What follows belongs to an exercise in optimizing a design on an open flow for small area, a short achievable clock period and few clock cycles per item; a production flow would make more cautious choices.
Where RTL was checked, it was by simulation tests only, not by an equivalence proof against the original.
No functional check of the RTL was part of run 3.
Power and IR drop assume default switching activity.

## flow/design.v (module list and top-level ports; edited modules follow where they fit)
// module CONV: 143 lines
// module conv_mac: 2727 lines
// module mac_fa: 4 lines
// module mac_ha: 4 lines
module CONV(
    input             clk,
    input             reset,
    output reg        busy,
    input             ready,
    output reg [11:0] iaddr,
    input      [19:0] idata,
    output reg        cwr,
    output reg [11:0] caddr_wr,
    output reg [19:0] cdata_wr,
    output reg        crd,
    output reg [11:0] caddr_rd,
    input      [19:0] cdata_rd,
    output     [2:0]  csel
  );
  // ...
==> flow/flow/run.sh <==
#!/bin/bash
# Layout: the standard flow (standard.sh), with these changes to how it is made:
#  - ports are buffered with buf_2 instead of the default weakest buffer;
#  - after placement, the shift register's tap flip-flops are upsized (upsize.tcl).
# Constraints (constraint.sdc, 10 ns clock) are unchanged.
set -euo pipefail
export BUFFER_PORTS_ARGS="-buffer_cell sky130_fd_sc_hd__buf_2"
export SETUP_SLACK_MARGIN=6.7
bash standard.sh synth floorplan place > standard_place.log 2>&1
RESULTS=orfs/results/sky130hd/CONV/base \
LIBERTY=$FLOW_HOME/platforms/sky130hd/lib/sky130_fd_sc_hd__tt_025C_1v80.lib \
  openroad -no_init -exit flow/upsize.tcl > upsize.log 2>&1
bash standard.sh > standard.log 2>&1
==> flow/flow/upsize.tcl <==
# Upsize the pixel shift register's tap flip-flops (the ones that feed the adder
# tree, fanout 6-9) from dfxtp_1 to dfxtp_2, then legalize. Runs on the placed
# design, before clock tree synthesis.
set results $::env(RESULTS)
read_db $results/3_place.odb
read_liberty $::env(LIBERTY)
set n 0
set m [[ord::get_db] findMaster sky130_fd_sc_hd__dfxtp_2]
foreach inst [[ord::get_db_block] getInsts] {
  set name [$inst getName]
  if {[regexp {^sr\\\[(0|1|2|10|11|12|20|21|22)\\\]} $name] &&
      [[$inst getMaster] getName] eq "sky130_fd_sc_hd__dfxtp_1"} {
    $inst swapMaster $m
    incr n
  }
}
puts "upsized $n tap flip-flops"
detailed_placement
check_placement
write_db $results/3_place.odb
==> flow/standard.sh <==
#!/bin/bash
# synth_recipe.tcl (not shown) runs the flow's synth.tcl, then flattens the netlist and writes it again
# the make line also repeats each setting of config.mk as NAME=value (left out here)
make -C /OpenROAD-flow-scripts/flow DESIGN_CONFIG=/design/flow/config.mk WORK_HOME=/design/flow/orfs CLKGATE_MAP_FILE= SYNTH_SCRIPT=/design/flow/synth_recipe.tcl "${@:-finish}"
==> flow/config.mk <==
export PLATFORM = sky130hd
export DESIGN_NAME = CONV
export DESIGN_NICKNAME = CONV
export VERILOG_FILES = /design/flow/design.v
export SDC_FILE = /design/flow/constraint.sdc
export NUM_CORES = 4
export LEC_CHECK = 0
export ABC_CLOCK_PERIOD_IN_PS = 3000
export CAP_MARGIN = 20
export CORE_MARGIN = 2
export CORE_UTILIZATION = 65
export CTS_BUF_LIST = sky130_fd_sc_hd__clkbuf_8 sky130_fd_sc_hd__clkbuf_16
export CTS_CLUSTER_DIAMETER = 80
export CTS_CLUSTER_SIZE = 24
export PLACE_DENSITY = 0.75
export SLEW_MARGIN = 20
export SYNTH_HIERARCHICAL = 1
export SYNTH_MINIMUM_KEEP_SIZE = 0
==> flow/constraint.sdc <==
create_clock -name core_clock -period 10.0 [get_ports {clk}]
set_input_delay 2.0000 -clock core_clock [delete_from_list [all_inputs] [get_ports {clk}]]
set_output_delay 2.0000 -clock core_clock [all_outputs]
set_load 0.01 [all_outputs]
==> results.yml, run 1 <==
synthesis:
  synth_area_leaders: "fa_1 (43%), dfxtp_1 (40%), ha_1 (3.1%), dfrtp_1 (2.3%), inv_1 (1.7%)"
  synth_compound_area_frac: 0.02635
  yosysMostFrequentCell: "fa_1"
  yosys.area_share.simple: 0.03109
  yosys-mux-area-fraction: 0.01192
  synth_enable_flop_cells: 20
  syn_nets: 3972
  synth_top_area_cell: "fa_1"
timing:
  hold_ws_ns: 0.3201
  worst_pin_slew_ns: 1.013
  period_needed_ns: 3.164
  rsz0062_at_grt: "false"
layout:
  largest-register: "sr"
  layout-drive-gt1-share: 0.1356
  seq_area_um2: 20310
  fin_area_um2: 48880
  final_core_util: 0.7090
die:
  core_area_um2: 68950
cts:
  root_buffer: "clkbuf_16"
  clk_pin_slew_ns: 0.09
  cts_resized: 0
worst_setup_path:
  crit_family: "flip-flops"
  required_ns: 8.00
  ff2ff_setup_slack_ns: 6.90
  path_depth: 1
  cp-end-kind: "primary output"
  critPathArrivalTime_ns: 1.16
  timing.rr.end: "l0_val[15]$_DFF_P_"
  worstPathMaxFanout: 2
detailed_routing:
  wl_um: 122900
  wl_met1_um: 46520
  wl_met2_um: 57750
global_routing:
  use_met2: 0.5809
  grt_util_met3: 0.08687
  grt_usage: 0.3649
placement:
  placedCellCount: 3849
  hpwlAfterDp_um: 92640
  dpl-instance-area_um2: 46980
status:
  outcome: "no timing/DRC/antenna violations"
run:
  cap_violations: 0
worst_hold_path:
  holdPathStages: 0
power:
  power_density_nw_per_um2: 138.4
  power-top-group: "sequential cells"
  switchingPower_mw: 1.573
Testbench counts, summed over its fixed seeds: cycles 41,912, images 8.
==> run 2, diff against run 1 <==
--- a/flow/config.mk
+++ b/flow/config.mk
@@ -9,9 +9,9 @@
 export CAP_MARGIN = 20
 export CORE_MARGIN = 2
 export CORE_UTILIZATION = 65
-export CTS_BUF_LIST = sky130_fd_sc_hd__clkbuf_8 sky130_fd_sc_hd__clkbuf_16
-export CTS_CLUSTER_DIAMETER = 80
-export CTS_CLUSTER_SIZE = 24
+export CTS_BUF_LIST = sky130_fd_sc_hd__clkbuf_4 sky130_fd_sc_hd__clkbuf_8
+export CTS_CLUSTER_DIAMETER = 60
+export CTS_CLUSTER_SIZE = 16
 export PLACE_DENSITY = 0.75
 export SLEW_MARGIN = 20
 export SYNTH_HIERARCHICAL = 1
==> run 2 against run 1 <==
Critical path depth stayed put. Area after synthesis stayed put. Core utilization is 0.22 points lower. Worst hold slack worse by 0.028 ns. Highest routed layer unchanged.
==> results.yml, run 2 <==
status:
  outcome: "no timing/DRC/antenna violations"
synthesis:
  synth.distinct_cells: 77
  synth_area_leaders: "fa_1 (43%), dfxtp_1 (40%), ha_1 (3.1%), dfrtp_1 (2.3%), inv_1 (1.7%)"
  synth_flop_cell: "dfxtp_1"
  ys_seq_area_frac: 0.4420
  ys_ff_latch: 982
  synth_top_area_frac: 0.4269
  synth_cells: 2846
  yosys_warnings: 10
  syn_nets: 3972
  syn_area_per_cell_um2: 15.97
  syn_area_um2: 45440
  synthTopCellsByCount: "fa_1 (969), dfxtp_1 (918), inv_1 (205), ha_1 (114), nand2_1 (64)"
  synth_enable_flop_cells: 20
  yosysMostFrequentCell: "fa_1"
  synthArstFlopShare: 0.04481
  synth_top_area_cell: "fa_1"
detailed_routing:
  post_drt_via_cell_ratio: 5.849
  drt_iter0_markers: 2063
  drt-wirelength-per-cell_um: 30.40
  drcViolationCount: 0
  drt_first_pass_iters: 7
  wl_um: 120800
  postRouteAntennaNets: 0
  vias: 23240
cts:
  clkLatencyLatePin_ns: 0.75
  clockBufferDepth: 3
  cts_tree: "yes"
  htree_levels: 3
  clock-sinks: 982
  root_buffer: "clkbuf_8"
  clk_pin_slew_ns: 0.09
  cts_buffers: 78
  hold_buffers: 0
power:
  p_seq_frac: 0.615
  power.share.clock: 0.336
  power_frac_comb: 0.049
  p_leak_nw: 23.62
  peakVddDrop_mv: 0.1639
  swShare: 0.2311
  switchingPower_mw: 1.517
  power_density_nw_per_um2: 134.7
  intPower_mw: 5.047
worst_setup_path:
  cp-end-kind: "primary output"
  critPathKind: "flip-flop to primary output"
  crit_path_top_delay_cell: "dfrtp_1"
  crit_family: "flip-flops"
  worstPathMaxFanout: 2
  critPathArrivalTime_ns: 1.25
  startpoint_type: "flip-flop"
  critPathBufInv: 1
  critPathMaxStageDelay_ns: 0.39
  required_ns: 8.00
  path_cells: "buf_2"
timing:
  worst_pin_slew_ns: 1.087
  fin_skew_ns: 0.05096
  min_period_over_period: 0.3247
  max_freq_mhz: 307.9
  slew_violations: 0
  period_needed_ns: 3.247
  max_slew_margin: 0.2743
  finalSetupTns_ns: 0
  rsz0062_at_grt: "false"
  hold_viol_final: 0
  setup_viol: 0
  hold_ws_ns: 0.2922
layout:
  mostFrequentLayoutCell: "fa_1"
  fin_nets: 4125
  layout-drive-gt1-share: 0.1494
  area_growth_pct: 7.247
  fillers: 4551
  largest_reg_flops: 460
  final_cell_mix: "fa_1 (969), dfxtp_1 (738), inv_1 (205), dfxtp_2 (180), ha_1 (114)"
  fin_area_um2: 48730
  largest-register: "sr"
die:
  die_y_um: 268.4
  rows: 96
  fp.dieW_um: 268.4
  core_area_um2: 68950
  initial_core_util: 0.6591
  die_area_um2: 72040
  pin_count: 105
global_routing:
  grt_max_degree: 45
  grt_pass1_vias: 26490
  grt_pass1_wl_um: 177800
  antenna_found_initial: 10
  grt_usage: 0.3599
  gr-total-overflow: 0
placement:
  io_buffers: 102
  hpwlAfterDp_um: 92640
  dpl-instance-area_um2: 46980
  gp_congestion: 1.003
run:
  cap_violations: 0
worst_hold_path:
  hp-class: "flip-flop to flip-flop"
-- run 2: cell counts after synthesis --
No cell type changed its count.
-- run 2: per-stage QoR --
stage | cells | worst slack, ns | power [mW] | util
final | 3973 | 6.753 | 6.564 | 0.7068
after floorplan | 2846 | 6.974 | 4.401 | -
after CTS | 3969 | 6.707 | 6.615 | 0.7066
after global routing | 3971 | 6.695 | 6.788 | 0.7068
after global placement | 3849 | 6.576 | 4.433 | 0.6813
after detailed placement | 3849 | 6.607 | 4.443 | 0.6813
-- run 2: area by class of cell --
type	count	area [um^2]	area share
well taps	931	1165	0.02390
repair buffers	110	570.5	0.01171
multi-input cells	1622	24390	0.5005
diodes	3	7.507	0.0001540
clock inverters	22	259.0	0.005315
inverters	205	769.5	0.01579
clock buffers	98	1261	0.02588
flip-flops and latches	982	20310	0.4167
-- run 2: final timing paths --
check,from,endpoint,slack (ns),depth (start not counted)
worst max register to register,mac.r2231$_DFF_P_,l0_val[15]$_DFF_P_,6.86,10
min in group asynchronous,reset,s_ph[1]$_DFFE_PP0P_,1.41,3
worst min-delay path,sr[9][5]$_DFF_P_,sr[10][5]$_DFF_P_,0.29,0
worst min register to register,sr[9][5]$_DFF_P_,sr[10][5]$_DFF_P_,0.29,0
max in group asynchronous,reset,cwr$_DFF_PP0_,8.18,3
worst max-delay path,busy$_DFFE_PP0P_,busy,6.75,1
-- run 2: logic make-up after synthesis --
logic type / share of synthesized area
fa+ha+maj: 0.4583
compound gates: 0.02635
buf+inv: 0.02134
mux: 0.01192
xor+xnor: 0.008866
simple gates: 0.03109
flops: 0.4420
other cells: 0.0001653
-- run 2: Yosys stat by module, one instance, submodules excluded --
| module | flops+latches | area (um^2) |
|---|---|---|
| CONV | 645 | 16900 |
| conv_mac | 337 | 8970 |
| mac_fa | 0 | 20.02 |
| mac_ha | 0 | 12.51 |
-- run 2: power by group through the flow --
stage	Combinational, mW	Clock, mW	Sequential, mW
after floorplan	0.293	0	4.11
after global placement	0.313	0	4.12
after detailed placement	0.318	0	4.13
after CTS	0.321	2.26	4.03
after global routing	0.349	2.40	4.04
final	0.321	2.21	4.03
-- run 2: what timing repair did --
item                                    CTS  global route
resized for setup                         0             0
setup buffers                             0             1
endpoints found under the setup margin    0             1
-- run 2: per-layer routing --
layer	vias up	GRT usage	routed length, um
li1	9231	-	-
met1	12340	0.4690	45920
met2	1258	0.5632	56170
met3	411	0.09154	11210
met4	2	0.1952	7452
met5	-	0	12
==> module CONV, before the edit <==
module CONV(
    input             clk,
    input             reset,
    output reg        busy,
    input             ready,
    output reg [11:0] iaddr,
    input      [19:0] idata,
    output reg        cwr,
    output reg [11:0] caddr_wr,
    output reg [19:0] cdata_wr,
    output reg        crd,
    output reg [11:0] caddr_rd,
    input      [19:0] cdata_rd,
    output     [2:0]  csel
  );
reg        s_pre, w_pre;
reg  [3:0] s_b, w_b;
reg  [6:0] s_j, w_j;
reg  [3:0] s_ph, w_ph;
reg        s_run, w_run;
localparam MACLAT = 2;    
reg  [MACLAT+2:0] w_dly;
wire s_last = (s_ph == 4'd9);
always @(posedge clk or posedge reset) begin
  if (reset) begin
    s_pre <= 1'b1; s_b <= 4'd0; s_j <= 7'd0; s_ph <= 4'd0;
  end else if (s_run) begin
    s_ph <= s_last ? 4'd0 : s_ph + 4'd1;
    if (s_last) begin
      if (s_pre) s_pre <= 1'b0;
      else if (s_j == 7'd64) begin s_j <= 7'd0; s_b <= s_b + 4'd1; end
      else s_j <= s_j + 7'd1;
    end
  end
end
wire       w_last = (w_ph == 4'd9);
wire       w_step = w_run && w_last;
wire [3:0] wn_ph  = !w_run ? w_ph : (w_last ? 4'd0 : w_ph + 4'd1);
wire       wn_pre = w_step ? 1'b0 : w_pre;
wire [6:0] wn_j   = (w_step && !w_pre) ? ((w_j == 7'd64) ? 7'd0 : w_j + 7'd1) : w_j;
wire [3:0] wn_b   = (w_step && !w_pre && w_j == 7'd64) ? w_b + 4'd1 : w_b;
always @(posedge clk or posedge reset) begin
  if (reset) begin
    w_pre <= 1'b1; w_b <= 4'd0; w_j <= 7'd0; w_ph <= 4'd0;
  end else begin
    w_pre <= wn_pre; w_b <= wn_b; w_j <= wn_j; w_ph <= wn_ph;
  end
end
wire w_end = (w_b == 4'd8) && (w_j == 7'd2) && (w_ph == 4'd2);
wire s_end = s_b[3];
reg idle;
always @(posedge clk or posedge reset) begin
  if (reset) begin
    busy <= 1'b0; idle <= 1'b1; s_run <= 1'b0; w_run <= 1'b0; w_dly <= 0;
  end else begin
    w_dly <= {w_dly[MACLAT+1:0], 1'b0};
    if (ready && idle) begin
      busy <= 1'b1; idle <= 1'b0; s_run <= 1'b1; w_dly[0] <= 1'b1;
    end
    if (w_dly[MACLAT+2]) w_run <= 1'b1;
    if (s_end) s_run <= 1'b0;
    if (w_run && w_end) begin
      busy <= 1'b0; w_run <= 1'b0;
    end
  end
end
wire [5:0] s_row = {s_b[2:0], 3'b000} + {2'b00, s_ph} - 6'd1;
wire s_zero = s_pre || (s_j == 7'd64) || (s_b[3]) ||
              (s_b[2:0] == 3'd0 && s_ph == 4'd0) || (s_b[2:0] == 3'd7 && s_ph == 4'd9);
reg zero_q;
always @(posedge clk) begin
  iaddr  <= {s_row, s_j[5:0]};
  zero_q <= s_zero;
end
reg [19:0] sr [0:22];
integer k;
always @(posedge clk) begin
  sr[0] <= zero_q ? 20'd0 : idata;
  for (k = 1; k < 23; k = k + 1) sr[k] <= sr[k-1];
end
wire        m_neg;
wire [19:0] m_val;
conv_mac mac(
  .clk(clk),
  .p0(sr[22]), .p1(sr[12]), .p2(sr[2]),
  .p3(sr[21]), .p4(sr[11]), .p5(sr[1]),
  .p6(sr[20]), .p7(sr[10]), .p8(sr[0]),
  .neg(m_neg), .val(m_val)
);
reg         l0_neg;
reg  [19:0] l0_val;
always @(posedge clk) begin
  l0_neg <= m_neg;
  l0_val <= m_val;
end
wire [19:0] l0_word = l0_neg ? 20'd0 : l0_val;
wire [6:0] w_jm3 = w_j - 7'd3;
wire       p_valid = !w_pre && ((w_j >= 7'd3) ? !w_b[3] : (w_j != 7'd2 && w_b != 4'd0));
wire [2:0] p_b     = (w_j >= 7'd3) ? w_b[2:0] : w_b[2:0] - 3'd1;
wire [4:0] p_c     = (w_j >= 7'd3) ? w_jm3[5:1] : 5'd31;
wire       p_h     = (w_j >= 7'd3) ? w_jm3[0] : w_j[0];
wire [6:0] w_jm4 = w_j - 7'd4;
wire       q_valid = !w_pre && ((w_j >= 7'd4) ? !w_b[3] : (w_j != 7'd3 && w_b != 4'd0));
wire [2:0] q_b     = (w_j >= 7'd4) ? w_b[2:0] : w_b[2:0] - 3'd1;
wire [4:0] q_c     = (w_j >= 7'd4) ? w_jm4[5:1] : (w_j == 7'd0 ? 5'd30 : 5'd31);
wire       q_h     = (w_j >= 7'd4) ? w_jm4[0] : (w_j == 7'd0 ? 1'b1 : w_j[1]);
wire [3:0] w_s  = w_ph - 4'd2;
reg        v0;      
always @(posedge clk) v0 <= !wn_pre && !wn_b[3] && (wn_ph >= 4'd2) && (wn_j != 7'd0);
wire       v1   = q_valid && (w_ph <= 4'd1);
wire       vrd  = p_valid && (w_ph >= 4'd2);
reg  [19:0] rdq, acc, hold;
reg         ld, hold_en;
wire [19:0] mx = (rdq > acc) ? rdq : acc;
always @(posedge clk) begin
  rdq     <= cdata_rd;
  ld      <= (w_ph == 4'd3) || (w_ph == 4'd7);
  hold_en <= (w_ph == 4'd7);
  acc     <= ld ? rdq : mx;
  if (hold_en) hold <= acc;
end
reg cwr_l1;
assign csel = {1'b0, cwr_l1, 1'b1};
always @(posedge clk or posedge reset) begin
  if (reset) begin
    cwr <= 1'b0; crd <= 1'b0; cwr_l1 <= 1'b0;
  end else begin
    cwr    <= w_run && (v0 || v1);
    crd    <= w_run && vrd;
    cwr_l1 <= w_run && v1;
  end
end
always @(posedge clk) begin
  caddr_rd <= {p_b, p_h, w_s[2], w_s[1], p_c, w_s[0]};
  if (v0) begin
    caddr_wr <= {w_b[2:0], w_s[2:0], w_j[5:0] - 6'd1};
    cdata_wr <= l0_word;
  end else begin
    caddr_wr <= {2'b00, q_b, q_h, w_ph[0], q_c};
    cdata_wr <= w_ph[0] ? mx : hold;
  end
end
endmodule
==> run 3, diff against run 2 <==
--- a/flow/design.v
+++ b/flow/design.v
@@ -110,14 +110,13 @@
 always @(posedge clk) v0 <= !wn_pre && !wn_b[3] && (wn_ph >= 4'd2) && (wn_j != 7'd0);
 wire       v1   = q_valid && (w_ph <= 4'd1);
 wire       vrd  = p_valid && (w_ph >= 4'd2);
-reg  [19:0] rdq, acc, hold;
+reg  [19:0] acc, hold;
 reg         ld, hold_en;
-wire [19:0] mx = (rdq > acc) ? rdq : acc;
+wire [19:0] mx = (cdata_rd > acc) ? cdata_rd : acc;
 always @(posedge clk) begin
-  rdq     <= cdata_rd;
-  ld      <= (w_ph == 4'd3) || (w_ph == 4'd7);
-  hold_en <= (w_ph == 4'd7);
-  acc     <= ld ? rdq : mx;
+  ld      <= (w_ph == 4'd2) || (w_ph == 4'd6);
+  hold_en <= (w_ph == 4'd6);
+  acc     <= ld ? cdata_rd : mx;
   if (hold_en) hold <= acc;
 end
 reg cwr_l1;
@@ -137,8 +136,8 @@
     caddr_wr <= {w_b[2:0], w_s[2:0], w_j[5:0] - 6'd1};
     cdata_wr <= l0_word;
   end else begin
-    caddr_wr <= {2'b00, q_b, q_h, w_ph[0], q_c};
-    cdata_wr <= w_ph[0] ? mx : hold;
+    caddr_wr <= {2'b00, q_b, q_h, ~w_ph[0], q_c};
+    cdata_wr <= w_ph[0] ? hold : mx;
   end
 end
 endmodule
--- a/flow/config.mk
+++ b/flow/config.mk
@@ -9,9 +9,8 @@
 export CAP_MARGIN = 20
 export CORE_MARGIN = 2
 export CORE_UTILIZATION = 65
-export CTS_BUF_LIST = sky130_fd_sc_hd__clkbuf_4 sky130_fd_sc_hd__clkbuf_8
-export CTS_CLUSTER_DIAMETER = 60
-export CTS_CLUSTER_SIZE = 16
+export CTS_CLUSTER_DIAMETER = 80
+export CTS_CLUSTER_SIZE = 24
 export PLACE_DENSITY = 0.75
 export SLEW_MARGIN = 20
 export SYNTH_HIERARCHICAL = 1
==> run 3 against run 2 <==
Clock power is 4% higher. Via count is 1.9% higher. Register-to-register slack better by 0.06 ns. Critical path depth is 9 higher. Sequential power hardly changed. Fmax is 5.4% lower. Final cell count stayed put. First-iteration DRC count is 17% higher. Highest routed layer unchanged.
==> results.yml, run 3 <==
die:
  fp.dieW_um: 267.8
  initial_core_util: 0.6585
  rows: 96
  die_area_um2: 71720
  die_y_um: 267.8
  core_area_um2: 68710
  pin_count: 105
status:
  outcome: "no timing/DRC/antenna violations"
worst_setup_path:
  crit_path_top_delay_cell: "mux2_4"
  startpoint_type: "primary input"
  path_depth: 10
  required_ns: 10.54
  r2r_cells: 4
  crit_top_cell: "buf_4"
  critPathArrivalTime_ns: 3.97
  worstPathMaxFanout: 5
  path_cells: "buf_4 > ha_4 > and4_1 > and4_4 > a21bo_4 > o2111ai_4 > a21oi_2 > buf_4 > clkbuf_16 > mux2_4"
  critPathMaxStageDelay_ns: 0.30
  critPathBufInv: 3
  crit_family: "compound AO/OA/AOI/OAI gates"
  critPathKind: "primary input to flip-flop"
  cp-end-kind: "flip-flop"
cts:
  cts_tree: "yes"
  clock-sinks: 962
  htree_levels: 2
  clockBufferDepth: 3
  cts_buffers: 51
  hold_buffers: 0
  root_buffer: "clkbuf_16"
  clkLatencyLatePin_ns: 0.66
  clk_pin_slew_ns: 0.10
detailed_routing:
  wl_met3_um: 14650
  drt_iter0_markers: 2419
  vias: 23670
  postRouteAntennaNets: 0
  wl_met1_um: 46330
  drcViolationCount: 0
  wl_um: 123800
  post_drt_via_cell_ratio: 5.959
  highest_layer: "met5"
  drt-wirelength-per-cell_um: 31.16
  wl_met2_um: 55820
  drt_first_pass_iters: 5
synthesis:
  syn_nets: 4005
  ys_seq_area_frac: 0.4351
  synth_enable_flop_cells: 20
  yosys_warnings: 10
  synth.distinct_cells: 74
  synth_top_area_cell: "fa_1"
  syn_area_um2: 45240
  synth_top_area_frac: 0.4288
  synth_flop_cell: "dfxtp_1"
  synthTopCellsByCount: "fa_1 (969), dfxtp_1 (898), inv_1 (228), ha_1 (114), a21oi_1 (106)"
  synthArstFlopShare: 0.04574
  ys_ff_latch: 962
  syn_area_per_cell_um2: 15.71
  synth_area_leaders: "fa_1 (43%), dfxtp_1 (40%), ha_1 (3.2%), dfrtp_1 (2.3%), inv_1 (1.9%)"
  synth_cells: 2879
  yosysMostFrequentCell: "fa_1"
timing:
  fin_skew_ns: 0.03510
  finalSetupTns_ns: 0
  hold_viol_final: 0
  period_needed_ns: 3.431
  slew_violations: 0
  max_freq_mhz: 291.4
  max_slew_margin: 0.2922
  rsz0062_at_grt: "true"
  worst_pin_slew_ns: 1.060
  min_period_over_period: 0.3431
  setup_viol: 0
power:
  p_seq_frac: 0.574
  p_leak_nw: 23.81
  power.share.clock: 0.328
  intPower_mw: 5.314
  swShare: 0.2424
  power_frac_comb: 0.098
  peakVddDrop_mv: 0.2015
  power_density_nw_per_um2: 142.2
  switchingPower_mw: 1.700
layout:
  mostFrequentLayoutCell: "fa_1"
  area_growth_pct: 9.072
  fin_nets: 4140
  largest_reg_flops: 460
  layout-drive-gt1-share: 0.1587
  final_cell_mix: "fa_1 (969), dfxtp_1 (717), inv_1 (227), dfxtp_2 (181), a21oi_1 (101)"
  largest-register: "sr"
  fin_area_um2: 49340
global_routing:
  grt_max_degree: 73
  gr-total-overflow: 0
  grt_pass1_vias: 26890
  grt_pass1_wl_um: 180800
  antenna_found_initial: 14
  grt_usage: 0.3641
placement:
  dpl-instance-area_um2: 47160
  gp_congestion: 1.035
  hpwlAfterDp_um: 92130
  io_buffers: 102
run:
  cap_violations: 0
worst_hold_path:
  hp-class: "flip-flop to flip-flop"
  holdPathStages: 0
-- run 3: cell type report --
cell class                      instances  area (um^2)
Tap cell                              931         1165
Sequential cell                       962        19910
Clock buffer                           61         1355
Antenna cell                            4        10.01
Timing Repair Buffer                  128        848.3
Fill cell                            4309        19360
Multi-Input combinational cell       1643        24950
Clock inverter                         16        247.7
Inverter                              228        855.8
-- run 3: per-module statistics from Yosys (local to each module, per instance) --
module,flops+latches,cell area [um^2],cells inside,copies in the design
mac_fa,0,20.02,1,968
mac_ha,0,12.51,1,15
CONV,625,16700,1201,1
conv_mac,337,8970,695,1
-- run 3: cells by family after synthesis --
family,after synthesis,synth area share
fa+ha+maj,1083,0.4603
other cells,2,0.0001660
compound gates,241,0.03573
flops,962,0.4351
simple gates,242,0.02923
buf+inv,276,0.02390
xor+xnor,44,0.008518
mux,29,0.007053
-- run 3: metal layers --
metal,vias up,GRT usage
met2,1469,0.5561
met5,-,0
li1,9351,-
met4,6,0.1665
met1,12440,0.4772
met3,410,0.1259
-- run 3: worst paths after layout --
kind / start / to / slack (ns)
max in group asynchronous: reset / w_ph[0]$_DFF_PP0_ / 8.10
worst min register to register: sr[18][16]$_DFF_P_ / sr[19][16]$_DFF_P_ / 0.32
worst min-delay path: sr[18][16]$_DFF_P_ / sr[19][16]$_DFF_P_ / 0.32
min in group asynchronous: reset / w_run$_DFFE_PP0P_ / 1.50
worst max-delay path: cdata_rd[4] / acc[6]$_DFF_P_ / 6.57
worst max register to register: sr[12][12]$_DFF_P_ / mac.r1705$_DFF_P_ / 6.92
-- run 3: worst reg2reg max path, stage by stage (launching register included) --
cell and delay (ns):
dfxtp_2 0.71, fa_1 0.55, fa_1 0.54, fa_1 0.45, fa_1 0.71
-- run 3: repair_timing --
| item | 4_1_cts | 5_1_grt |
|---|---|---|
| gates cloned | 2 | 3 |
| endpoints found under the setup margin | 40 | 40 |
| resized for setup | 11 | 43 |
| pin swaps | 6 | 21 |
| endpoints found under the hold margin | 0 | 0 |
| setup buffers | 4 | 6 |
-- run 3: per-stage QoR --
stage / setup slack, ns / std cells / hold slack, ns / total power [mW] / utilization
global placement: 4.968 / 3877 / 0.3096 / 4.623 / 0.6864
global route: 6.598 / 3969 / 0.3279 / 7.247 / 0.7180
CTS: 6.666 / 3960 / 0.3235 / 6.940 / 0.7143
floorplan: 6.313 / 2879 / 0.3096 / 4.492 / -
finish: 6.569 / 3973 / 0.3241 / 7.015 / 0.7182
detailed placement: 4.895 / 3877 / 0.3121 / 4.640 / 0.6864
-- run 3: power by group through the flow --
stage	combinational, mW	sequential (mW)	clock (mW)
5_1_grt	0.741	4.04	2.47
2_1_floorplan	0.394	4.10	0
3_5_place_dp	0.528	4.11	0
3_3_place_gp	0.512	4.11	0
4_1_cts	0.583	4.02	2.33
6_report	0.690	4.02	2.30

-- static timing again, ports no longer ideal --
No port has a modelled driver above. Below, the same layouts with a new extraction and two added sets of constraints.
Step 1 assumes that a clkbuf_16 drives the clock port and a buf_2 every other input.
Step 2 moves the port delays by t, midway between the first and last clock arrival at a register: inputs arrive t later, outputs are due t later. That takes back most of the time a late clock gives input paths.
Three values: ideal, step 1, step 2; two values: the first two.
run | shift t [ns] | setup WS [ns] | slew at the worst register clock pin (ns)
run 1 | 0.724 | 6.836 / 6.767 / 6.897 | 0.10 / 0.10
run 2 | 0.787 | 6.753 / 6.692 / 6.863 | 0.11 / 0.11
run 3 | 0.712 | 6.569 / 6.595 / 5.884 | 0.10 / 0.10
After both steps setup and hold are still met in every run listed. For run 3, which loses most, drivers alone change the setup slack by +0.026 ns; drivers and shift together by -0.685 ns.
